Source: an optimization exercise on an open RTL-to-GDS flow (aim: small area, a short achievable clock period and few clock cycles per item). Production flows keep margins and buffers that such runs may drop.
Function was checked by simulation only, so behaviour that the tests miss may differ from the original.
Power is estimated from default activity; no workload was simulated.

==> design.v <==
module bmac #(parameter YW = 23, parameter AW = 34) (
    input  [5:0]    one,
    input  [5:0]    two,
    input  [5:0]    neg,
    input  [YW-1:0] y,
    input  [AW-1:0] acc,
    output [AW-1:0] z
);
    localparam N = YW + 1;
    wire [N-1:0] y1 = {y[YW-1], y};
    wire [N-1:0] y2 = {y, 1'b0};
    wire [AW-1:0] u0, u1, u2, u3, u4, u5;
    genvar i;
    generate for (i = 0; i < 6; i = i + 1) begin : g_pp
        wire [N-1:0] mag = ({N{one[i]}} & y1) | ({N{two[i]}} & y2);
        wire [N-1:0] v = mag ^ {N{neg[i]}};
        wire [N-1:0] u = {~v[N-1], v[N-2:0]};
        wire [AW-1:0] ush = {{AW{1'b0}}, u} << (2*i);
        if (i == 0) assign u0 = ush;
        if (i == 1) assign u1 = ush;
        if (i == 2) assign u2 = ush;
        if (i == 3) assign u3 = ush;
        if (i == 4) assign u4 = ush;
        if (i == 5) assign u5 = ush;
    end endgenerate
    wire [AW-1:0] negs = {{AW{1'b0}}, neg[5], 1'b0, neg[4], 1'b0, neg[3], 1'b0, neg[2], 1'b0, neg[1], 1'b0, neg[0]};
    wire [AW+12:0] kfull = ({{(AW+13){1'b0}}} - ({{(AW+13){1'b0}}, 11'd1365} << (N-1)));
    wire [AW-1:0] kc = kfull[AW-1:0];
    assign z = acc + u0 + u1 + u2 + u3 + u4 + u5 + negs + kc;
endmodule
module MDC(
    clk, rst_n, in_valid, in_data, in_mode,
    out_valid, out_data
);
input clk, rst_n, in_valid;
input [8:0] in_mode;
input [14:0] in_data;
output out_valid;
output [206:0] out_data;
reg [3:0] cnt;           
reg       last;          
reg       ov;            
reg [1:0] md;            
wire [3:0] msyn;
assign msyn[0] = in_mode[8] ^ in_mode[6] ^ in_mode[4] ^ in_mode[2] ^ in_mode[0];
assign msyn[1] = in_mode[7] ^ in_mode[6] ^ in_mode[3] ^ in_mode[2];
assign msyn[2] = in_mode[5] ^ in_mode[4] ^ in_mode[3] ^ in_mode[2];
assign msyn[3] = in_mode[1] ^ in_mode[0];
wire m_d4 = in_mode[6] ^ (msyn == 4'd3);
wire m_d1 = in_mode[2] ^ (msyn == 4'd7);
always @(posedge clk or negedge rst_n) begin
    if (!rst_n) begin
        cnt  <= 4'd0;
        last <= 1'b0;
        ov   <= 1'b0;
    end else begin
        cnt  <= in_valid ? cnt + 4'd1 : 4'd0;
        last <= in_valid && (cnt == 4'd15);
        ov   <= last;
    end
end
always @(posedge clk) begin
    if (in_valid && cnt == 4'd0) md <= m_d4 ? 2'd2 : (m_d1 ? 2'd1 : 2'd0);
end
wire [14:0] cw = in_data;
reg  [3:0]  syn;
reg  [14:0] fixd;
integer p;
always @(*) begin
    syn = 4'd0;
    for (p = 1; p <= 15; p = p + 1)
        if (cw[15 - p]) syn = syn ^ p[3:0];
    fixd = cw;
    for (p = 1; p <= 15; p = p + 1)
        if (syn == p[3:0]) fixd[15 - p] = ~cw[15 - p];
end
wire [10:0] dec = {fixd[12], fixd[10:8], fixd[6:0]};
wire [15:0] kh = 16'd1 << cnt;
wire m2 = (md == 2'd0), m3 = (md == 2'd1), m4 = (md == 2'd2);
reg c0;
reg c1;
reg c2;
reg c3;
reg c4;
reg c5;
reg c6;
reg c7;
reg c8;
reg c9;
reg c10;
reg c11;
reg c12;
reg c13;
reg c14;
reg c15;
reg c16;
reg c17;
reg c18;
reg c19;
reg c20;
reg c21;
reg c22;
reg c23;
reg c24;
reg c25;
reg c26;
reg c27;
reg c28;
reg c29;
reg c30;
reg c31;
reg c32;
reg c33;
reg c34;
reg c35;
reg c36;
reg c37;
reg c38;
reg c39;
reg c40;
reg c41;
reg c42;
reg c43;
reg c44;
reg c45;
reg c46;
reg c47;
reg c48;
reg c49;
reg c50;
reg c51;
reg c52;
reg c53;
reg c54;
reg c55;
reg c56;
reg c57;
reg c58;
reg c59;
always @(posedge clk) begin
    c0 <= in_valid & ((kh[15] & (m4)));
    c1 <= in_valid & ((kh[10] & (m4)) | (kh[11] & (m4)) | (kh[14] & (m3)) | (kh[15] & (m3)));
    c2 <= in_valid & ((kh[13] & (m4)) | (kh[14] & (m4)) | (kh[15] & (m4)));
    c3 <= in_valid & ((kh[6] & (m2)) | (kh[9] & (m2)) | (kh[10] & (m2)) | (kh[14] & (m2)) | (kh[15] & (m2)));
    c4 <= in_valid & ((kh[7] & (m4)) | (kh[11] & (m3)));
    c5 <= in_valid & ((kh[10] & (m4)) | (kh[11] & (m4)) | (kh[13] & (m3)) | (kh[14] & (m3)));
    c6 <= in_valid & ((kh[9] & (m4)));
    c7 <= in_valid & ((kh[5] & (m2)) | (kh[6] & (m4)) | (kh[7] & (m2)) | (kh[10] & (m3)) | (kh[11] & (m2)) | (kh[13] & (m2)));
    c8 <= in_valid & ((kh[5] & (m4)) | (kh[9] & (m3)));
    c9 <= in_valid & ((kh[9] & (m4)) | (kh[10] & (m4)) | (kh[12] & (m3)) | (kh[13] & (m3)));
    c10 <= in_valid & ((kh[11] & (m4)) | (kh[14] & (m3)) | (kh[15] & (m3)));
    c11 <= in_valid & ((kh[6] & (m4)) | (kh[10] & (m3)));
    c12 <= in_valid & ((kh[7] & (m4)));
    c13 <= in_valid & (kh[0]);
    c14 <= in_valid & (kh[1]);
    c15 <= in_valid & (kh[2]);
    c16 <= in_valid & (kh[3]);
    c17 <= in_valid & ((kh[4] & (m2 | m4)) | (kh[5] & (m2)) | (kh[8] & (m3)) | (kh[13] & (m2)));
    c18 <= in_valid & ((kh[6] & (m2 | m4)) | (kh[8] & (m2)) | (kh[9] & (m2)) | (kh[10] & (m2 | m3)) | (kh[12] & (m2)) | (kh[14] & (m2)));
    c19 <= in_valid & ((kh[4] & (m2 | m4)) | (kh[5] & (m2)) | (kh[6] & (m2 | m4)) | (kh[8] & (m2 | m3)) | (kh[9] & (m2)) | (kh[10] & (m2 | m3)) | (kh[12] & (m2)) | (kh[13] & (m2)) | (kh[14] & (m2)));
    c20 <= in_valid & ((kh[6] & (m4)) | (kh[7] & (m4)) | (kh[10] & (m3)) | (kh[11] & (m3)));
    c21 <= in_valid & ((kh[5] & (m4)) | (kh[6] & (m4)) | (kh[9] & (m3)) | (kh[10] & (m3)));
    c22 <= in_valid & ((kh[5] & (m4)) | (kh[7] & (m4)) | (kh[9] & (m3)) | (kh[11] & (m3)));
    c23 <= in_valid & ((kh[4] & (m4)) | (kh[5] & (m4)) | (kh[8] & (m3)) | (kh[9] & (m3)));
    c24 <= in_valid & ((kh[4] & (m4)) | (kh[7] & (m4)));
    c25 <= in_valid & ((kh[9] & (m4)) | (kh[10] & (m4)) | (kh[11] & (m4)) | (kh[12] & (m4)) | (kh[13] & (m3 | m4)) | (kh[14] & (m3 | m4)) | kh[15]);
    c26 <= in_valid & ((kh[14] & (m2)));
    c27 <= in_valid & ((kh[9] & (m4)) | (kh[10] & (m4)) | (kh[11] & (m4)) | (kh[12] & (m4)) | (kh[13] & (m3 | m4)) | (kh[14] & (m3 | m4)) | (kh[15] & (m3 | m4)));
    c28 <= in_valid & ((kh[9] & (m4)) | (kh[10] & (m4)) | (kh[11] & (m4)) | (kh[12] & (m4)) | (kh[13] & (m3 | m4)) | kh[14] | (kh[15] & (m3 | m4)));
    c29 <= in_valid & ((kh[12] & (m4)) | (kh[13] & (m3 | m4)) | (kh[14] & (m3 | m4)) | (kh[15] & (m3 | m4)));
    c30 <= in_valid & ((kh[12] & (m4)) | (kh[13] & (m3 | m4)) | kh[14] | (kh[15] & (m3 | m4)));
    c31 <= in_valid & ((kh[13] & (m3)) | (kh[14] & (m3)) | (kh[15] & (m3)));
    c32 <= in_valid & ((kh[13] & (m2)));
    c33 <= in_valid & ((kh[13] & (m2 | m3)) | (kh[14] & (m3)) | (kh[15] & (m3 | m4)));
    c34 <= in_valid & ((kh[8] & (m4)) | (kh[12] & (m3)));
    c35 <= in_valid & ((kh[8] & (m4)) | (kh[9] & (m4)) | (kh[11] & (m4)) | (kh[12] & (m3)) | (kh[13] & (m2)) | (kh[14] & (m3)) | (kh[15] & (m3 | m4)));
    c36 <= in_valid & ((kh[11] & (m2)));
    c37 <= in_valid & ((kh[8] & (m4)) | (kh[9] & (m4)) | (kh[11] & (m2 | m4)) | (kh[12] & (m3)) | (kh[14] & (m3)) | (kh[15] & (m3 | m4)));
    c38 <= in_valid & ((kh[12] & (m3)));
    c39 <= in_valid & ((kh[14] & (m3)) | (kh[15] & (m3)));
    c40 <= in_valid & ((kh[11] & (m2)) | (kh[12] & (m3)) | (kh[14] & (m3)) | (kh[15] & (m3 | m4)));
    c41 <= in_valid & ((kh[10] & (m2)));
    c42 <= in_valid & ((kh[10] & (m2)) | (kh[12] & (m3)) | (kh[14] & (m3)) | (kh[15] & (m3 | m4)));
    c43 <= in_valid & ((kh[8] & (m4)) | (kh[10] & (m4)) | (kh[11] & (m4)) | (kh[12] & (m3)) | (kh[13] & (m3)) | (kh[14] & (m3)));
    c44 <= in_valid & ((kh[8] & (m4)) | (kh[10] & (m2 | m4)) | (kh[11] & (m4)) | (kh[12] & (m3)) | (kh[13] & (m3)) | (kh[14] & (m3)) | (kh[15] & (m4)));
    c45 <= in_valid & ((kh[9] & (m2)));
    c46 <= in_valid & ((kh[8] & (m4)) | (kh[9] & (m2)) | (kh[10] & (m4)) | (kh[11] & (m4)) | (kh[12] & (m3)) | (kh[13] & (m3)) | (kh[14] & (m3)) | (kh[15] & (m4)));
    c47 <= in_valid & ((kh[12] & (m3)) | (kh[13] & (m3)) | (kh[14] & (m3)));
    c48 <= in_valid & ((kh[9] & (m2)) | (kh[12] & (m3)) | (kh[13] & (m3)) | (kh[14] & (m3)) | (kh[15] & (m4)));
    c49 <= in_valid & ((kh[7] & (m2)));
    c50 <= in_valid & ((kh[7] & (m2)) | (kh[12] & (m3)) | (kh[13] & (m3)) | (kh[14] & (m3)) | (kh[15] & (m4)));
    c51 <= in_valid & ((kh[8] & (m4)) | (kh[9] & (m4)) | (kh[10] & (m4)) | (kh[11] & (m3)) | (kh[12] & (m3)) | (kh[13] & (m3)));
    c52 <= in_valid & ((kh[7] & (m2)) | (kh[8] & (m4)) | (kh[9] & (m4)) | (kh[10] & (m4)) | (kh[11] & (m3)) | (kh[12] & (m3)) | (kh[13] & (m3)) | (kh[15] & (m4)));
    c53 <= in_valid & ((kh[6] & (m2)));
    c54 <= in_valid & ((kh[6] & (m2)) | (kh[8] & (m4)) | (kh[9] & (m4)) | (kh[10] & (m4)) | (kh[11] & (m3)) | (kh[12] & (m3)) | (kh[13] & (m3)) | (kh[15] & (m4)));
    c55 <= in_valid & ((kh[5] & (m2)));
    c56 <= in_valid & ((kh[5] & (m2)) | (kh[8] & (m4)) | (kh[9] & (m4)) | (kh[10] & (m4)) | (kh[11] & (m3)) | (kh[12] & (m3)) | (kh[13] & (m3)) | (kh[15] & (m4)));
    c57 <= in_valid & ((kh[11] & (m3)) | (kh[12] & (m3)) | (kh[13] & (m3)));
    c58 <= in_valid & ((kh[5] & (m2)) | (kh[11] & (m3)) | (kh[12] & (m3)) | (kh[13] & (m3)) | (kh[15] & (m4)));
    c59 <= in_valid & ((kh[5] & (m2)) | (kh[15] & (m3 | m4)));
end
reg [10:0] xr, dl1, dl2, dl3, dl4, dl5, dl6, dl7;
reg [10:0] R0, R1, R2, R3;
reg [22:0] P0, P1, P2, P3, P4, P5;
reg [206:0] out_reg;
always @(posedge clk) begin
    xr <= dec;
    dl1 <= xr; dl2 <= dl1; dl3 <= dl2; dl4 <= dl3; dl5 <= dl4; dl6 <= dl5; dl7 <= dl6;
end
assign out_valid = ov;
wire [45:0] l1_z;
wire [10:0] l1_xn = ({11{((kh[4] & (m2 | m4)) | (kh[5] & (m2 | m4)) | (kh[6] & (m2 | m4)) | (kh[7] & (m4)) | (kh[8] & (m3 | m4)) | kh[9] | kh[10] | (kh[11] & (m3 | m4)) | (kh[12] & (m3 | m4)) | kh[13] | kh[14] | kh[15])}} & dec);
wire l1_subn = ((kh[4] & (m2 | m4)) | (kh[5] & (m2 | m4)) | (kh[6] & (m4)) | (kh[8] & (m3)) | (kh[9] & (m3)) | (kh[10] & (m3 | m4)) | (kh[12] & (m4)) | (kh[13] & (m2)) | (kh[14] & (m3 | m4)));
wire [12:0] l1_xe = {l1_xn[10], l1_xn, 1'b0};
reg  [5:0] l1_one, l1_two, l1_neg;
integer l1_i;
always @(posedge clk) begin
    for (l1_i = 0; l1_i < 6; l1_i = l1_i + 1) begin
        l1_one[l1_i] <= l1_xe[2*l1_i+1] ^ l1_xe[2*l1_i];
        l1_two[l1_i] <= (l1_xe[2*l1_i+2] & ~l1_xe[2*l1_i+1] & ~l1_xe[2*l1_i]) | (~l1_xe[2*l1_i+2] & l1_xe[2*l1_i+1] & l1_xe[2*l1_i]);
        l1_neg[l1_i] <= l1_xe[2*l1_i+2] ^ l1_subn;
    end
end
reg  [33:0] l1_y;
always @(posedge clk) l1_y <= ({34{((kh[12] & (m4)))}} & l1_z[33:0]) | ({34{((kh[13] & (m4)))}} & out_reg[135:102]) | ({34{((kh[15] & (m4)))}} & out_reg[186:153]) | ({34{((kh[14] & (m4)))}} & out_reg[84:51]) | ({34{((kh[9] & (m4)) | (kh[13] & (m3)))}} & {{11{P1[22]}}, P1}) | ({34{((kh[11] & (m4)) | (kh[12] & (m3)) | (kh[15] & (m3)))}} & {{11{P2[22]}}, P2}) | ({34{((kh[10] & (m4)) | (kh[14] & (m3)))}} & {{11{P3[22]}}, P3}) | ({34{((kh[8] & (m4)))}} & {{11{l2_z[22]}}, l2_z[22:0]}) | ({34{((kh[4] & (m4)) | (kh[5] & (m4)) | (kh[8] & (m3)) | (kh[9] & (m3)))}} & {{23{dl1[10]}}, dl1}) | ({34{((kh[4] & (m2)) | (kh[5] & (m2)) | (kh[6] & (m4)) | (kh[10] & (m3)) | (kh[13] & (m2)))}} & {{23{dl2[10]}}, dl2}) | ({34{((kh[6] & (m2)) | (kh[7] & (m4)) | (kh[9] & (m2)) | (kh[10] & (m2)) | (kh[11] & (m3)) | (kh[14] & (m2)) | (kh[15] & (m2)))}} & {{23{dl4[10]}}, dl4});
wire [45:0] l1_acc = ({46{c1}} & {{12{out_reg[33]}}, out_reg[33:0]}) | ({46{c2}} & out_reg[45:0]) | ({46{c3}} & {{23{P0[22]}}, P0}) | ({46{c4}} & {{23{P1[22]}}, P1});
bmac #(.YW(34), .AW(46)) u_l1 (.one(l1_one), .two(l1_two), .neg(l1_neg), .y(l1_y), .acc(l1_acc), .z(l1_z));
wire [33:0] l2_z;
wire [10:0] l2_xn = ({11{((kh[13] & (m3)))}} & R1) | ({11{((kh[14] & (m3)))}} & R2) | ({11{((kh[12] & (m3)))}} & R3) | ({11{((kh[4] & (m4)) | (kh[5] & (m2 | m4)) | (kh[6] & (m2 | m4)) | (kh[7] & (m2 | m4)) | kh[8] | kh[9] | kh[10] | kh[11] | (kh[12] & (m2)) | (kh[13] & (m2)) | (kh[14] & (m2)))}} & dec);
wire l2_subn = ((kh[4] & (m4)) | (kh[6] & (m2)) | (kh[8] & (m2 | m3)) | (kh[9] & (m2 | m4)) | (kh[10] & (m2 | m4)) | (kh[12] & (m2)) | (kh[14] & (m2 | m3)));
wire [12:0] l2_xe = {l2_xn[10], l2_xn, 1'b0};
reg  [5:0] l2_one, l2_two, l2_neg;
integer l2_i;
always @(posedge clk) begin
    for (l2_i = 0; l2_i < 6; l2_i = l2_i + 1) begin
        l2_one[l2_i] <= l2_xe[2*l2_i+1] ^ l2_xe[2*l2_i];
        l2_two[l2_i] <= (l2_xe[2*l2_i+2] & ~l2_xe[2*l2_i+1] & ~l2_xe[2*l2_i]) | (~l2_xe[2*l2_i+2] & l2_xe[2*l2_i+1] & l2_xe[2*l2_i]);
        l2_neg[l2_i] <= l2_xe[2*l2_i+2] ^ l2_subn;
    end
end
reg  [22:0] l2_y;
always @(posedge clk) l2_y <= ({23{((kh[11] & (m4)))}} & P0) | ({23{((kh[13] & (m3)))}} & P1) | ({23{((kh[12] & (m3)))}} & P2) | ({23{((kh[14] & (m3)))}} & P3) | ({23{((kh[9] & (m4)) | (kh[10] & (m4)))}} & P5) | ({23{((kh[8] & (m4)))}} & l1_z[22:0]) | ({23{((kh[4] & (m4)) | (kh[6] & (m2)) | (kh[8] & (m2 | m3)) | (kh[9] & (m2)) | (kh[10] & (m2)) | (kh[12] & (m2)) | (kh[14] & (m2)))}} & {{12{dl2[10]}}, dl2}) | ({23{((kh[5] & (m2 | m4)) | (kh[7] & (m2)) | (kh[9] & (m3)) | (kh[11] & (m2)) | (kh[13] & (m2)))}} & {{12{dl4[10]}}, dl4}) | ({23{((kh[6] & (m4)) | (kh[7] & (m4)) | (kh[10] & (m3)) | (kh[11] & (m3)))}} & {{12{dl5[10]}}, dl5});
wire [33:0] l2_acc = ({34{c5}} & out_reg[135:102]) | ({34{c6}} & out_reg[84:51]) | ({34{c7}} & {{11{P0[22]}}, P0}) | ({34{c4}} & {{11{P3[22]}}, P3}) | ({34{c8}} & {{11{P4[22]}}, P4});
bmac #(.YW(23), .AW(34)) u_l2 (.one(l2_one), .two(l2_two), .neg(l2_neg), .y(l2_y), .acc(l2_acc), .z(l2_z));
wire [33:0] l3_z;
wire [10:0] l3_xn = ({11{((kh[13] & (m3)))}} & R0) | ({11{((kh[12] & (m3)))}} & R1) | ({11{((kh[11] & (m3)))}} & R2) | ({11{((kh[15] & (m3)))}} & dl1) | ({11{((kh[4] & (m4)) | (kh[5] & (m4)) | (kh[6] & (m4)) | (kh[7] & (m4)) | (kh[8] & (m4)) | (kh[9] & (m3 | m4)) | (kh[10] & (m3 | m4)) | (kh[11] & (m4)) | (kh[14] & (m3)))}} & dec);
wire l3_subn = ((kh[4] & (m4)) | (kh[5] & (m4)) | (kh[9] & (m3 | m4)) | (kh[12] & (m3)) | (kh[15] & (m3)));
wire [12:0] l3_xe = {l3_xn[10], l3_xn, 1'b0};
reg  [5:0] l3_one, l3_two, l3_neg;
integer l3_i;
always @(posedge clk) begin
    for (l3_i = 0; l3_i < 6; l3_i = l3_i + 1) begin
        l3_one[l3_i] <= l3_xe[2*l3_i+1] ^ l3_xe[2*l3_i];
        l3_two[l3_i] <= (l3_xe[2*l3_i+2] & ~l3_xe[2*l3_i+1] & ~l3_xe[2*l3_i]) | (~l3_xe[2*l3_i+2] & l3_xe[2*l3_i+1] & l3_xe[2*l3_i]);
        l3_neg[l3_i] <= l3_xe[2*l3_i+2] ^ l3_subn;
    end
end
reg  [22:0] l3_y;
always @(posedge clk) l3_y <= ({23{((kh[9] & (m4)) | (kh[12] & (m3)) | (kh[15] & (m3)))}} & P0) | ({23{((kh[8] & (m4)) | (kh[13] & (m3)))}} & P2) | ({23{((kh[10] & (m4)) | (kh[11] & (m3 | m4)) | (kh[14] & (m3)))}} & P4) | ({23{((kh[5] & (m4)) | (kh[9] & (m3)))}} & {{12{dl2[10]}}, dl2}) | ({23{((kh[6] & (m4)) | (kh[10] & (m3)))}} & {{12{dl4[10]}}, dl4}) | ({23{((kh[7] & (m4)))}} & {{12{dl6[10]}}, dl6}) | ({23{((kh[4] & (m4)))}} & {{12{xr[10]}}, xr});
wire [33:0] l3_acc = ({34{c9}} & out_reg[186:153]) | ({34{c10}} & out_reg[84:51]) | ({34{c11}} & {{11{P2[22]}}, P2}) | ({34{c12}} & {{11{P5[22]}}, P5});
bmac #(.YW(23), .AW(34)) u_l3 (.one(l3_one), .two(l3_two), .neg(l3_neg), .y(l3_y), .acc(l3_acc), .z(l3_z));
always @(posedge clk) begin
    if (c13) R0 <= xr;
    if (c14) R1 <= xr;
    if (c15) R2 <= xr;
    if (c16) R3 <= xr;
    if (c19) P0 <= ({23{c17}} & l1_z[22:0]) | ({23{c18}} & l2_z[22:0]);
    if (c20) P1 <= ({23{c20}} & l1_z[22:0]);
    if (c21) P2 <= ({23{c21}} & l3_z[22:0]);
    if (c22) P3 <= ({23{c8}} & l1_z[22:0]) | ({23{c4}} & l2_z[22:0]);
    if (c23) P4 <= ({23{c23}} & l2_z[22:0]);
    if (c24) P5 <= ({23{c24}} & l3_z[22:0]);
    if (c25) out_reg[0] <= (c25 & l1_z[0]);
    if (c25) out_reg[1] <= (c25 & l1_z[1]);
    if (c25) out_reg[2] <= (c25 & l1_z[2]);
    if (c25) out_reg[3] <= (c25 & l1_z[3]);
    if (c25) out_reg[4] <= (c25 & l1_z[4]);
    if (c25) out_reg[5] <= (c25 & l1_z[5]);
    if (c25) out_reg[6] <= (c25 & l1_z[6]);
    if (c25) out_reg[7] <= (c25 & l1_z[7]);
    if (c25) out_reg[8] <= (c25 & l1_z[8]);
    if (c25) out_reg[9] <= (c25 & l1_z[9]);
    if (c25) out_reg[10] <= (c25 & l1_z[10]);
    if (c25) out_reg[11] <= (c25 & l1_z[11]);
    if (c25) out_reg[12] <= (c25 & l1_z[12]);
    if (c25) out_reg[13] <= (c25 & l1_z[13]);
    if (c25) out_reg[14] <= (c25 & l1_z[14]);
    if (c25) out_reg[15] <= (c25 & l1_z[15]);
    if (c25) out_reg[16] <= (c25 & l1_z[16]);
    if (c25) out_reg[17] <= (c25 & l1_z[17]);
    if (c25) out_reg[18] <= (c25 & l1_z[18]);
    if (c25) out_reg[19] <= (c25 & l1_z[19]);
    if (c25) out_reg[20] <= (c25 & l1_z[20]);
    if (c25) out_reg[21] <= (c25 & l1_z[21]);
    if (c25) out_reg[22] <= (c25 & l1_z[22]);
    if (c28) out_reg[23] <= (c26 & l1_z[0]) | (c27 & l1_z[23]);
    if (c28) out_reg[24] <= (c26 & l1_z[1]) | (c27 & l1_z[24]);
    if (c28) out_reg[25] <= (c26 & l1_z[2]) | (c27 & l1_z[25]);
    if (c28) out_reg[26] <= (c27 & l1_z[26]) | (c26 & l1_z[3]);
    if (c28) out_reg[27] <= (c27 & l1_z[27]) | (c26 & l1_z[4]);
    if (c28) out_reg[28] <= (c27 & l1_z[28]) | (c26 & l1_z[5]);
    if (c28) out_reg[29] <= (c27 & l1_z[29]) | (c26 & l1_z[6]);
    if (c28) out_reg[30] <= (c27 & l1_z[30]) | (c26 & l1_z[7]);
    if (c28) out_reg[31] <= (c27 & l1_z[31]) | (c26 & l1_z[8]);
    if (c28) out_reg[32] <= (c27 & l1_z[32]) | (c26 & l1_z[9]);
    if (c28) out_reg[33] <= (c26 & l1_z[10]) | (c27 & l1_z[33]);
    if (c30) out_reg[34] <= (c26 & l1_z[11]) | (c29 & l1_z[34]);
    if (c30) out_reg[35] <= (c26 & l1_z[12]) | (c29 & l1_z[35]);
    if (c30) out_reg[36] <= (c26 & l1_z[13]) | (c29 & l1_z[36]);
    if (c30) out_reg[37] <= (c26 & l1_z[14]) | (c29 & l1_z[37]);
    if (c30) out_reg[38] <= (c26 & l1_z[15]) | (c29 & l1_z[38]);
    if (c30) out_reg[39] <= (c26 & l1_z[16]) | (c29 & l1_z[39]);
    if (c30) out_reg[40] <= (c26 & l1_z[17]) | (c29 & l1_z[40]);
    if (c30) out_reg[41] <= (c26 & l1_z[18]) | (c29 & l1_z[41]);
    if (c30) out_reg[42] <= (c26 & l1_z[19]) | (c29 & l1_z[42]);
    if (c30) out_reg[43] <= (c26 & l1_z[20]) | (c29 & l1_z[43]);
    if (c30) out_reg[44] <= (c26 & l1_z[21]) | (c29 & l1_z[44]);
    if (c30) out_reg[45] <= (c26 & l1_z[22]) | (c29 & l1_z[45]);
    if (c33) out_reg[46] <= (c31 & l1_z[45]) | (c32 & l2_z[0]);
    if (c33) out_reg[47] <= (c31 & l1_z[45]) | (c32 & l2_z[1]);
    if (c33) out_reg[48] <= (c31 & l1_z[45]) | (c32 & l2_z[2]);
    if (c33) out_reg[49] <= (c31 & l1_z[45]) | (c32 & l2_z[3]);
    if (c33) out_reg[50] <= (c31 & l1_z[45]) | (c32 & l2_z[4]);
    if (c35) out_reg[51] <= (c34 & l1_z[0]) | (c6 & l2_z[0]) | (c32 & l2_z[5]) | (c10 & l3_z[0]);
    if (c35) out_reg[52] <= (c34 & l1_z[1]) | (c6 & l2_z[1]) | (c32 & l2_z[6]) | (c10 & l3_z[1]);
    if (c35) out_reg[53] <= (c34 & l1_z[2]) | (c6 & l2_z[2]) | (c32 & l2_z[7]) | (c10 & l3_z[2]);
    if (c35) out_reg[54] <= (c34 & l1_z[3]) | (c6 & l2_z[3]) | (c32 & l2_z[8]) | (c10 & l3_z[3]);
    if (c35) out_reg[55] <= (c34 & l1_z[4]) | (c6 & l2_z[4]) | (c32 & l2_z[9]) | (c10 & l3_z[4]);
    if (c35) out_reg[56] <= (c34 & l1_z[5]) | (c32 & l2_z[10]) | (c6 & l2_z[5]) | (c10 & l3_z[5]);
    if (c35) out_reg[57] <= (c34 & l1_z[6]) | (c32 & l2_z[11]) | (c6 & l2_z[6]) | (c10 & l3_z[6]);
    if (c35) out_reg[58] <= (c34 & l1_z[7]) | (c32 & l2_z[12]) | (c6 & l2_z[7]) | (c10 & l3_z[7]);
    if (c35) out_reg[59] <= (c34 & l1_z[8]) | (c32 & l2_z[13]) | (c6 & l2_z[8]) | (c10 & l3_z[8]);
    if (c35) out_reg[60] <= (c34 & l1_z[9]) | (c32 & l2_z[14]) | (c6 & l2_z[9]) | (c10 & l3_z[9]);
    if (c35) out_reg[61] <= (c34 & l1_z[10]) | (c6 & l2_z[10]) | (c32 & l2_z[15]) | (c10 & l3_z[10]);
    if (c35) out_reg[62] <= (c34 & l1_z[11]) | (c6 & l2_z[11]) | (c32 & l2_z[16]) | (c10 & l3_z[11]);
    if (c35) out_reg[63] <= (c34 & l1_z[12]) | (c6 & l2_z[12]) | (c32 & l2_z[17]) | (c10 & l3_z[12]);
    if (c35) out_reg[64] <= (c34 & l1_z[13]) | (c6 & l2_z[13]) | (c32 & l2_z[18]) | (c10 & l3_z[13]);
    if (c35) out_reg[65] <= (c34 & l1_z[14]) | (c6 & l2_z[14]) | (c32 & l2_z[19]) | (c10 & l3_z[14]);
    if (c35) out_reg[66] <= (c34 & l1_z[15]) | (c6 & l2_z[15]) | (c32 & l2_z[20]) | (c10 & l3_z[15]);
    if (c35) out_reg[67] <= (c34 & l1_z[16]) | (c6 & l2_z[16]) | (c32 & l2_z[21]) | (c10 & l3_z[16]);
    if (c35) out_reg[68] <= (c34 & l1_z[17]) | (c6 & l2_z[17]) | (c32 & l2_z[22]) | (c10 & l3_z[17]);
    if (c37) out_reg[69] <= (c34 & l1_z[18]) | (c36 & l2_z[0]) | (c6 & l2_z[18]) | (c10 & l3_z[18]);
    if (c37) out_reg[70] <= (c34 & l1_z[19]) | (c36 & l2_z[1]) | (c6 & l2_z[19]) | (c10 & l3_z[19]);
    if (c37) out_reg[71] <= (c34 & l1_z[20]) | (c36 & l2_z[2]) | (c6 & l2_z[20]) | (c10 & l3_z[20]);
    if (c37) out_reg[72] <= (c34 & l1_z[21]) | (c6 & l2_z[21]) | (c36 & l2_z[3]) | (c10 & l3_z[21]);
    if (c37) out_reg[73] <= (c34 & l1_z[22]) | (c6 & l2_z[22]) | (c36 & l2_z[4]) | (c10 & l3_z[22]);
    if (c37) out_reg[74] <= (c34 & l1_z[23]) | (c6 & l2_z[23]) | (c36 & l2_z[5]) | (c10 & l3_z[23]);
    if (c37) out_reg[75] <= (c34 & l1_z[24]) | (c6 & l2_z[24]) | (c36 & l2_z[6]) | (c10 & l3_z[24]);
    if (c37) out_reg[76] <= (c34 & l1_z[25]) | (c6 & l2_z[25]) | (c36 & l2_z[7]) | (c10 & l3_z[25]);
    if (c37) out_reg[77] <= (c34 & l1_z[26]) | (c6 & l2_z[26]) | (c36 & l2_z[8]) | (c10 & l3_z[26]);
    if (c37) out_reg[78] <= (c34 & l1_z[27]) | (c6 & l2_z[27]) | (c36 & l2_z[9]) | (c10 & l3_z[27]);
    if (c37) out_reg[79] <= (c34 & l1_z[28]) | (c36 & l2_z[10]) | (c6 & l2_z[28]) | (c10 & l3_z[28]);
    if (c37) out_reg[80] <= (c34 & l1_z[29]) | (c36 & l2_z[11]) | (c6 & l2_z[29]) | (c10 & l3_z[29]);
    if (c37) out_reg[81] <= (c34 & l1_z[30]) | (c36 & l2_z[12]) | (c6 & l2_z[30]) | (c10 & l3_z[30]);
    if (c37) out_reg[82] <= (c34 & l1_z[31]) | (c36 & l2_z[13]) | (c6 & l2_z[31]) | (c10 & l3_z[31]);
    if (c37) out_reg[83] <= (c34 & l1_z[32]) | (c36 & l2_z[14]) | (c6 & l2_z[32]) | (c10 & l3_z[32]);
    if (c37) out_reg[84] <= (c34 & l1_z[33]) | (c36 & l2_z[15]) | (c6 & l2_z[33]) | (c10 & l3_z[33]);
    if (c40) out_reg[85] <= (c38 & l1_z[34]) | (c36 & l2_z[16]) | (c39 & l3_z[33]);
    if (c40) out_reg[86] <= (c38 & l1_z[35]) | (c36 & l2_z[17]) | (c39 & l3_z[33]);
    if (c40) out_reg[87] <= (c38 & l1_z[36]) | (c36 & l2_z[18]) | (c39 & l3_z[33]);
    if (c40) out_reg[88] <= (c38 & l1_z[37]) | (c36 & l2_z[19]) | (c39 & l3_z[33]);
    if (c40) out_reg[89] <= (c38 & l1_z[38]) | (c36 & l2_z[20]) | (c39 & l3_z[33]);
    if (c40) out_reg[90] <= (c38 & l1_z[39]) | (c36 & l2_z[21]) | (c39 & l3_z[33]);
    if (c40) out_reg[91] <= (c38 & l1_z[40]) | (c36 & l2_z[22]) | (c39 & l3_z[33]);
    if (c42) out_reg[92] <= (c41 & l1_z[0]) | (c38 & l1_z[41]) | (c39 & l3_z[33]);
    if (c42) out_reg[93] <= (c41 & l1_z[1]) | (c38 & l1_z[42]) | (c39 & l3_z[33]);
    if (c42) out_reg[94] <= (c41 & l1_z[2]) | (c38 & l1_z[43]) | (c39 & l3_z[33]);
    if (c42) out_reg[95] <= (c41 & l1_z[3]) | (c38 & l1_z[44]) | (c39 & l3_z[33]);
    if (c42) out_reg[96] <= (c41 & l1_z[4]) | (c38 & l1_z[45]) | (c39 & l3_z[33]);
    if (c42) out_reg[97] <= (c38 & l1_z[45]) | (c41 & l1_z[5]) | (c39 & l3_z[33]);
    if (c42) out_reg[98] <= (c38 & l1_z[45]) | (c41 & l1_z[6]) | (c39 & l3_z[33]);
    if (c42) out_reg[99] <= (c38 & l1_z[45]) | (c41 & l1_z[7]) | (c39 & l3_z[33]);
    if (c42) out_reg[100] <= (c38 & l1_z[45]) | (c41 & l1_z[8]) | (c39 & l3_z[33]);
    if (c42) out_reg[101] <= (c38 & l1_z[45]) | (c41 & l1_z[9]) | (c39 & l3_z[33]);
    if (c44) out_reg[102] <= (c41 & l1_z[10]) | (c43 & l2_z[0]);
    if (c44) out_reg[103] <= (c41 & l1_z[11]) | (c43 & l2_z[1]);
    if (c44) out_reg[104] <= (c41 & l1_z[12]) | (c43 & l2_z[2]);
    if (c44) out_reg[105] <= (c41 & l1_z[13]) | (c43 & l2_z[3]);
    if (c44) out_reg[106] <= (c41 & l1_z[14]) | (c43 & l2_z[4]);
    if (c44) out_reg[107] <= (c41 & l1_z[15]) | (c43 & l2_z[5]);
    if (c44) out_reg[108] <= (c41 & l1_z[16]) | (c43 & l2_z[6]);
    if (c44) out_reg[109] <= (c41 & l1_z[17]) | (c43 & l2_z[7]);
    if (c44) out_reg[110] <= (c41 & l1_z[18]) | (c43 & l2_z[8]);
    if (c44) out_reg[111] <= (c41 & l1_z[19]) | (c43 & l2_z[9]);
    if (c44) out_reg[112] <= (c41 & l1_z[20]) | (c43 & l2_z[10]);
    if (c44) out_reg[113] <= (c41 & l1_z[21]) | (c43 & l2_z[11]);
    if (c44) out_reg[114] <= (c41 & l1_z[22]) | (c43 & l2_z[12]);
    if (c46) out_reg[115] <= (c45 & l1_z[0]) | (c43 & l2_z[13]);
    if (c46) out_reg[116] <= (c45 & l1_z[1]) | (c43 & l2_z[14]);
    if (c46) out_reg[117] <= (c45 & l1_z[2]) | (c43 & l2_z[15]);
    if (c46) out_reg[118] <= (c45 & l1_z[3]) | (c43 & l2_z[16]);
    if (c46) out_reg[119] <= (c45 & l1_z[4]) | (c43 & l2_z[17]);
    if (c46) out_reg[120] <= (c45 & l1_z[5]) | (c43 & l2_z[18]);
    if (c46) out_reg[121] <= (c45 & l1_z[6]) | (c43 & l2_z[19]);
    if (c46) out_reg[122] <= (c45 & l1_z[7]) | (c43 & l2_z[20]);
    if (c46) out_reg[123] <= (c45 & l1_z[8]) | (c43 & l2_z[21]);
    if (c46) out_reg[124] <= (c45 & l1_z[9]) | (c43 & l2_z[22]);
    if (c46) out_reg[125] <= (c45 & l1_z[10]) | (c43 & l2_z[23]);
    if (c46) out_reg[126] <= (c45 & l1_z[11]) | (c43 & l2_z[24]);
    if (c46) out_reg[127] <= (c45 & l1_z[12]) | (c43 & l2_z[25]);
    if (c46) out_reg[128] <= (c45 & l1_z[13]) | (c43 & l2_z[26]);
    if (c46) out_reg[129] <= (c45 & l1_z[14]) | (c43 & l2_z[27]);
    if (c46) out_reg[130] <= (c45 & l1_z[15]) | (c43 & l2_z[28]);
    if (c46) out_reg[131] <= (c45 & l1_z[16]) | (c43 & l2_z[29]);
    if (c46) out_reg[132] <= (c45 & l1_z[17]) | (c43 & l2_z[30]);
    if (c46) out_reg[133] <= (c45 & l1_z[18]) | (c43 & l2_z[31]);
    if (c46) out_reg[134] <= (c45 & l1_z[19]) | (c43 & l2_z[32]);
    if (c46) out_reg[135] <= (c45 & l1_z[20]) | (c43 & l2_z[33]);
    if (c48) out_reg[136] <= (c45 & l1_z[21]) | (c47 & l2_z[33]);
    if (c48) out_reg[137] <= (c45 & l1_z[22]) | (c47 & l2_z[33]);
    if (c50) out_reg[138] <= (c49 & l2_z[0]) | (c47 & l2_z[33]);
    if (c50) out_reg[139] <= (c49 & l2_z[1]) | (c47 & l2_z[33]);
    if (c50) out_reg[140] <= (c49 & l2_z[2]) | (c47 & l2_z[33]);
    if (c50) out_reg[141] <= (c49 & l2_z[3]) | (c47 & l2_z[33]);
    if (c50) out_reg[142] <= (c47 & l2_z[33]) | (c49 & l2_z[4]);
    if (c50) out_reg[143] <= (c47 & l2_z[33]) | (c49 & l2_z[5]);
    if (c50) out_reg[144] <= (c47 & l2_z[33]) | (c49 & l2_z[6]);
    if (c50) out_reg[145] <= (c47 & l2_z[33]) | (c49 & l2_z[7]);
    if (c50) out_reg[146] <= (c47 & l2_z[33]) | (c49 & l2_z[8]);
    if (c50) out_reg[147] <= (c47 & l2_z[33]) | (c49 & l2_z[9]);
    if (c50) out_reg[148] <= (c49 & l2_z[10]) | (c47 & l2_z[33]);
    if (c50) out_reg[149] <= (c49 & l2_z[11]) | (c47 & l2_z[33]);
    if (c50) out_reg[150] <= (c49 & l2_z[12]) | (c47 & l2_z[33]);
    if (c50) out_reg[151] <= (c49 & l2_z[13]) | (c47 & l2_z[33]);
    if (c50) out_reg[152] <= (c49 & l2_z[14]) | (c47 & l2_z[33]);
    if (c52) out_reg[153] <= (c49 & l2_z[15]) | (c51 & l3_z[0]);
    if (c52) out_reg[154] <= (c49 & l2_z[16]) | (c51 & l3_z[1]);
    if (c52) out_reg[155] <= (c49 & l2_z[17]) | (c51 & l3_z[2]);
    if (c52) out_reg[156] <= (c49 & l2_z[18]) | (c51 & l3_z[3]);
    if (c52) out_reg[157] <= (c49 & l2_z[19]) | (c51 & l3_z[4]);
    if (c52) out_reg[158] <= (c49 & l2_z[20]) | (c51 & l3_z[5]);
    if (c52) out_reg[159] <= (c49 & l2_z[21]) | (c51 & l3_z[6]);
    if (c52) out_reg[160] <= (c49 & l2_z[22]) | (c51 & l3_z[7]);
    if (c54) out_reg[161] <= (c53 & l1_z[0]) | (c51 & l3_z[8]);
    if (c54) out_reg[162] <= (c53 & l1_z[1]) | (c51 & l3_z[9]);
    if (c54) out_reg[163] <= (c53 & l1_z[2]) | (c51 & l3_z[10]);
    if (c54) out_reg[164] <= (c53 & l1_z[3]) | (c51 & l3_z[11]);
    if (c54) out_reg[165] <= (c53 & l1_z[4]) | (c51 & l3_z[12]);
    if (c54) out_reg[166] <= (c53 & l1_z[5]) | (c51 & l3_z[13]);
    if (c54) out_reg[167] <= (c53 & l1_z[6]) | (c51 & l3_z[14]);
    if (c54) out_reg[168] <= (c53 & l1_z[7]) | (c51 & l3_z[15]);
    if (c54) out_reg[169] <= (c53 & l1_z[8]) | (c51 & l3_z[16]);
    if (c54) out_reg[170] <= (c53 & l1_z[9]) | (c51 & l3_z[17]);
    if (c54) out_reg[171] <= (c53 & l1_z[10]) | (c51 & l3_z[18]);
    if (c54) out_reg[172] <= (c53 & l1_z[11]) | (c51 & l3_z[19]);
    if (c54) out_reg[173] <= (c53 & l1_z[12]) | (c51 & l3_z[20]);
    if (c54) out_reg[174] <= (c53 & l1_z[13]) | (c51 & l3_z[21]);
    if (c54) out_reg[175] <= (c53 & l1_z[14]) | (c51 & l3_z[22]);
    if (c54) out_reg[176] <= (c53 & l1_z[15]) | (c51 & l3_z[23]);
    if (c54) out_reg[177] <= (c53 & l1_z[16]) | (c51 & l3_z[24]);
    if (c54) out_reg[178] <= (c53 & l1_z[17]) | (c51 & l3_z[25]);
    if (c54) out_reg[179] <= (c53 & l1_z[18]) | (c51 & l3_z[26]);
    if (c54) out_reg[180] <= (c53 & l1_z[19]) | (c51 & l3_z[27]);
    if (c54) out_reg[181] <= (c53 & l1_z[20]) | (c51 & l3_z[28]);
    if (c54) out_reg[182] <= (c53 & l1_z[21]) | (c51 & l3_z[29]);
    if (c54) out_reg[183] <= (c53 & l1_z[22]) | (c51 & l3_z[30]);
    if (c56) out_reg[184] <= (c55 & l2_z[0]) | (c51 & l3_z[31]);
    if (c56) out_reg[185] <= (c55 & l2_z[1]) | (c51 & l3_z[32]);
    if (c56) out_reg[186] <= (c55 & l2_z[2]) | (c51 & l3_z[33]);
    if (c58) out_reg[187] <= (c55 & l2_z[3]) | (c57 & l3_z[33]);
    if (c58) out_reg[188] <= (c55 & l2_z[4]) | (c57 & l3_z[33]);
    if (c58) out_reg[189] <= (c55 & l2_z[5]) | (c57 & l3_z[33]);
    if (c58) out_reg[190] <= (c55 & l2_z[6]) | (c57 & l3_z[33]);
    if (c58) out_reg[191] <= (c55 & l2_z[7]) | (c57 & l3_z[33]);
    if (c58) out_reg[192] <= (c55 & l2_z[8]) | (c57 & l3_z[33]);
    if (c58) out_reg[193] <= (c55 & l2_z[9]) | (c57 & l3_z[33]);
    if (c58) out_reg[194] <= (c55 & l2_z[10]) | (c57 & l3_z[33]);
    if (c58) out_reg[195] <= (c55 & l2_z[11]) | (c57 & l3_z[33]);
    if (c58) out_reg[196] <= (c55 & l2_z[12]) | (c57 & l3_z[33]);
    if (c58) out_reg[197] <= (c55 & l2_z[13]) | (c57 & l3_z[33]);
    if (c58) out_reg[198] <= (c55 & l2_z[14]) | (c57 & l3_z[33]);
    if (c58) out_reg[199] <= (c55 & l2_z[15]) | (c57 & l3_z[33]);
    if (c58) out_reg[200] <= (c55 & l2_z[16]) | (c57 & l3_z[33]);
    if (c58) out_reg[201] <= (c55 & l2_z[17]) | (c57 & l3_z[33]);
    if (c58) out_reg[202] <= (c55 & l2_z[18]) | (c57 & l3_z[33]);
    if (c58) out_reg[203] <= (c55 & l2_z[19]) | (c57 & l3_z[33]);
    if (c59) out_reg[204] <= (c55 & l2_z[20]);
    if (c59) out_reg[205] <= (c55 & l2_z[21]);
    if (c59) out_reg[206] <= (c55 & l2_z[22]);
end
reg s4;
always @(posedge clk) s4 <= c0 & l1_z[45];
assign out_data = (out_reg | {{161{s4}}, 46'd0}) & {207{ov}};
endmodule
==> flow/run.sh <==
#!/bin/bash
# The standard ORFS layout (the standard.sh), with repair_timing asked to
# leave 15.5 ns of setup slack at the design's 22 ns clock, so that it works on
# every register-to-register path longer than 6.5 ns. The SDC is unchanged.
set -euo pipefail
bash standard.sh SETUP_SLACK_MARGIN=15.5 finish > orfs_flow.log 2>&1
==> standard.sh <==
#!/bin/bash
# synth_recipe.tcl (not shown) runs the flow's synth.tcl, then flattens the netlist and writes it again
# the make line also repeats each setting of config.mk as NAME=value (left out here)
make -C /OpenROAD-flow-scripts/flow DESIGN_CONFIG=/design/flow/config.mk WORK_HOME=/design/flow/orfs CLKGATE_MAP_FILE= SYNTH_SCRIPT=/design/flow/synth_recipe.tcl "${@:-finish}"
==> config.mk <==
export PLATFORM = sky130hd
export DESIGN_NAME = MDC
export DESIGN_NICKNAME = MDC
export VERILOG_FILES = /design/flow/design.v
export SDC_FILE = /design/flow/constraint.sdc
export NUM_CORES = 4
export LEC_CHECK = 0
export CAP_MARGIN = 20
export CORE_MARGIN = 2
export CORE_UTILIZATION = 40
export SLEW_MARGIN = 20
==> constraint.sdc <==
create_clock -name core_clock -period 22.0 [get_ports {clk}]
set_input_delay 4.4000 -clock core_clock [delete_from_list [all_inputs] [get_ports {clk}]]
set_output_delay 4.4000 -clock core_clock [all_outputs]
set_load 0.01 [all_outputs]
==> summary.txt <==
count leader, synth nand2_1; DR WL/cell 33.93 µm; Area Growth Syn to Fin 15.11%; height of the die 374.8 µm; HPWL after DPL 179,800 µm; layout cell share with drive strength beyond 1 0.09570; critical path cell sequence or2_4 -> a222oi_1 -> fa_1 -> inv_1 -> fa_1 -> fa_1 -> fa_1 -> ha_1 -> and4_1 -> nand2_1 -> a21o_1 -> a41oi_4 -> a31oi_1 -> o31ai_2 -> xor2_2 -> a22o_1 -> a221o_1; most numerous cell on the critical path fa_1; Max-Cap Viols 0; Die X 374.8 µm; GRT Total Usage 0.3473; Synth top area share 0.2134; f_max 0.1529 GHz; row cnt 136; fin crit share 0.2972; Final setup violation count 0; Pleak 27.62 nW; drt drc 0; final core occ 0.4622; clock net sink count 666; register area 0.01734 mm²; Multi-input gate area 0.03488 mm²; post-route ant nets 0; flops & latches, synth 666; Hold Crit Class reg2reg; buffer and inverter count on the worst path 1; EDFF count, synth 391; clock power share 0.298; via count 48,285; die area 0.1405 mm²; Sequential Power Share 0.327; Clock Pin Slew Worst Setup and Hold Paths 70 ps; Ports 235; Synth top cells by count nand2_1, a22oi_1, clkbuf_1; Final Max Tran Viols 0; Synth Instances 5,563; worst path arrival time 7000 ps; First-pass DRT Iterations 15; Synth Net Count 6,251; Largest register FFs 207; setup TNS 0 ps; root buffer cell clkbuf_16; first-pass GRT wire length 352,500 µm; crit end category flip-flop; CTS max path bufs 3; Max IR drop VDD 0.00006468 V; Starting Density 0.4016; Sw Ratio 0.4051; nets@finish 6,257; status finished clean; Pwr Density 70.09 mW/mm²; final wirelength 252,300 µm; Warnings, synthesis 1; GPL Wtd Cong 1.029; Net Switching 1.798 mW; critical setup path kind reg2reg; largest net degree at the start of global routing 60; Placed Area 0.05908 mm²; Int Pwr 2.640 mW; Num CTS Buffers 75; RSZ-0062 raised after global routing yes; top_reg_cell synth edfxtp_1; leading post-synthesis cells by cell area edfxtp_1, fa_1, dfxtp_1; CP required 22,460 ps; final hold vios 0; cell area after layout 0.06332 mm²; fillers 12,828; DR vias/cell 6.493; Mapped Area 0.05501 mm²; crit-path max cell delay 530 ps; number of unique standard cell types used by synthesis 78; CP top delay family compound AO/OA/AOI/OAI gates; Max H-tree Level 3; core region area 0.1370 mm²; combinational power share 0.376; worst-path maximum fanout 17; CTS tree built; grt ovf 0; clk_skew 37.11 ps; Critical-path top delay cell fa_1; antenna violations before repair 11; leading area contributor after synthesis edfxtp_1; crit start category flip-flop; vias in the first global route 46,422; Port Buffers 234; synthesized area per cell 9.888 µm²; register area share after synthesis 0.3141; asr flop ratio synth 0.009009; Skew-Pair Late Insertion Delay 680 ps; worst slew margin relative to its limit 0.1024; Worst-Margin Slew 1334 ps; crit path time final 6539 ps; violation count after the first detailed-route iteration 8,630
==> stage by stage <==
stage,hold WS [ps],setup WS [ps],cells,total power [mW]
6_report,326.2,15460,7436,4.438
5_1_grt,328.2,15340,7428,4.568
4_1_cts,324.2,15300,7405,4.345
3_5_place_dp,312.1,14520,7226,3.035
3_3_place_gp,310.0,14520,7226,3.036
2_1_floorplan,309.6,15500,5563,2.347
==> what timing repair did <==
action                     CTS  global route
hold buffers                 0             0
resized for setup          165           306
setup endpoints to repair  347           320
cloned                      14             4
buffers inserted            25            17
pin swaps                    4            15
hold endpoints to repair     0             0
==> layout make-up <==
class | instances | share of cell area
Multi-Input combinational cell | 3944 | 0.5509
Sequential cell | 666 | 0.2738
Timing Repair Buffer | 439 | 0.07264
Tap cell | 1794 | 0.03545
Clock buffer | 107 | 0.03397
Inverter | 443 | 0.02626
Clock inverter | 33 | 0.006521
Antenna cell | 10 | 0.0003952
==> power by group through the flow <==
| stage | combinational (mW) | clock, mW | sequential [mW] |
|---|---|---|---|
| floorplan | 0.925 | 0 | 1.42 |
| global placement | 1.57 | 0 | 1.47 |
| detailed placement | 1.56 | 0 | 1.47 |
| CTS | 1.58 | 1.32 | 1.44 |
| global route | 1.75 | 1.36 | 1.45 |
| finish | 1.67 | 1.32 | 1.45 |
==> metal layers <==
metal | vias to the layer above | GRT usage | wire [µm]
met5 | - | 0.003774 | 160
met4 | 16 | 0.2276 | 19850
met3 | 838 | 0.1027 | 32060
met2 | 3611 | 0.5072 | 106500
met1 | 23956 | 0.4453 | 93710
li1 | 19864 | - | -
==> final timing paths <==
path	start	to	slack [ps]	cells past startpoint
max in group asynchronous	rst_n	ov$_DFF_PN0_	17730	1
worst max-delay path	c2$_DFF_P_	out_reg[84]$_DFFE_PP_	15460	17
worst min register to register	dl3[5]$_DFF_P_	dl4[5]$_DFF_P_	330	0
worst min-delay path	dl3[5]$_DFF_P_	dl4[5]$_DFF_P_	330	0
min in group asynchronous	rst_n	cnt[3]$_DFF_PN0_	4000	1
worst max register to register	c2$_DFF_P_	out_reg[84]$_DFFE_PP_	15460	17
==> layout by cell type (no fill, tap or decap), types with 19 or more instances in the layout <==
cell type / instances
inv_1: 440
dfxtp_2: 29
a21o_1: 66
a22oi_1: 493
a22o_1: 143
o21a_1: 182
nand2_1: 504
buf_4: 150
o21ai_0: 98
xor2_1: 352
and2_1: 179
nand4_1: 28
nor2_1: 115
edfxtp_1: 391
clkdlybuf4s15_1: 21
and3_1: 19
dlygate4sd2_1: 50
dfxtp_1: 234
nor2b_1: 22
clkbuf_2: 41
dlymetal6s2s_1: 106
a21oi_1: 130
nand3_1: 98
a222oi_1: 192
xnor2_1: 275
a221o_1: 47
ha_1: 272
fa_1: 388
clkbuf_16: 80
==> cells by family (layout without fill, tap and decap cells) <==
kind of cell / after synthesis / after routing / share of synthesized area
flops: 666 / 666 / 0.3141
fa+ha+maj: 661 / 661 / 0.2033
other cells: 0 / 10 / 0
compound gates: 1534 / 1534 / 0.2144
mux: 24 / 24 / 0.004663
buf+inv: 954 / 1022 / 0.06519
simple gates: 1051 / 1052 / 0.08907
xor+xnor: 673 / 673 / 0.1094
Testbench counts, summed over its fixed seeds: cycles 9,216, items 512.

[what the ideal ports hide]
How much do the figures lean on ideal ports? The routed layout below was timed once more, with nothing changed but the port constraints. Step 1 (the two cells are an assumption about what drives the block):
set clk [get_ports {clk}]
set_driving_cell -lib_cell sky130_fd_sc_hd__clkbuf_16 $clk
set_driving_cell -lib_cell sky130_fd_sc_hd__buf_2 [delete_from_list [all_inputs] $clk]
Step 2, shift: input delay + t, output delay - t, t = (earliest + latest rising clock arrival at the registers) / 2. This alone moves slack from input paths to output paths. a / b / c = ideal ports / drivers / drivers and shift; a / b = the first two.
t, ns: 0.745
setup WS [ns]: 15.461 / 15.447 / 14.825
worst register clock-pin slew, ns: 0.07 / 0.07
cell pins on the clock port's net: 1
After both steps setup and hold are still met in this run. For this run, drivers alone change the setup slack by -0.014 ns; drivers and shift together by -0.636 ns.
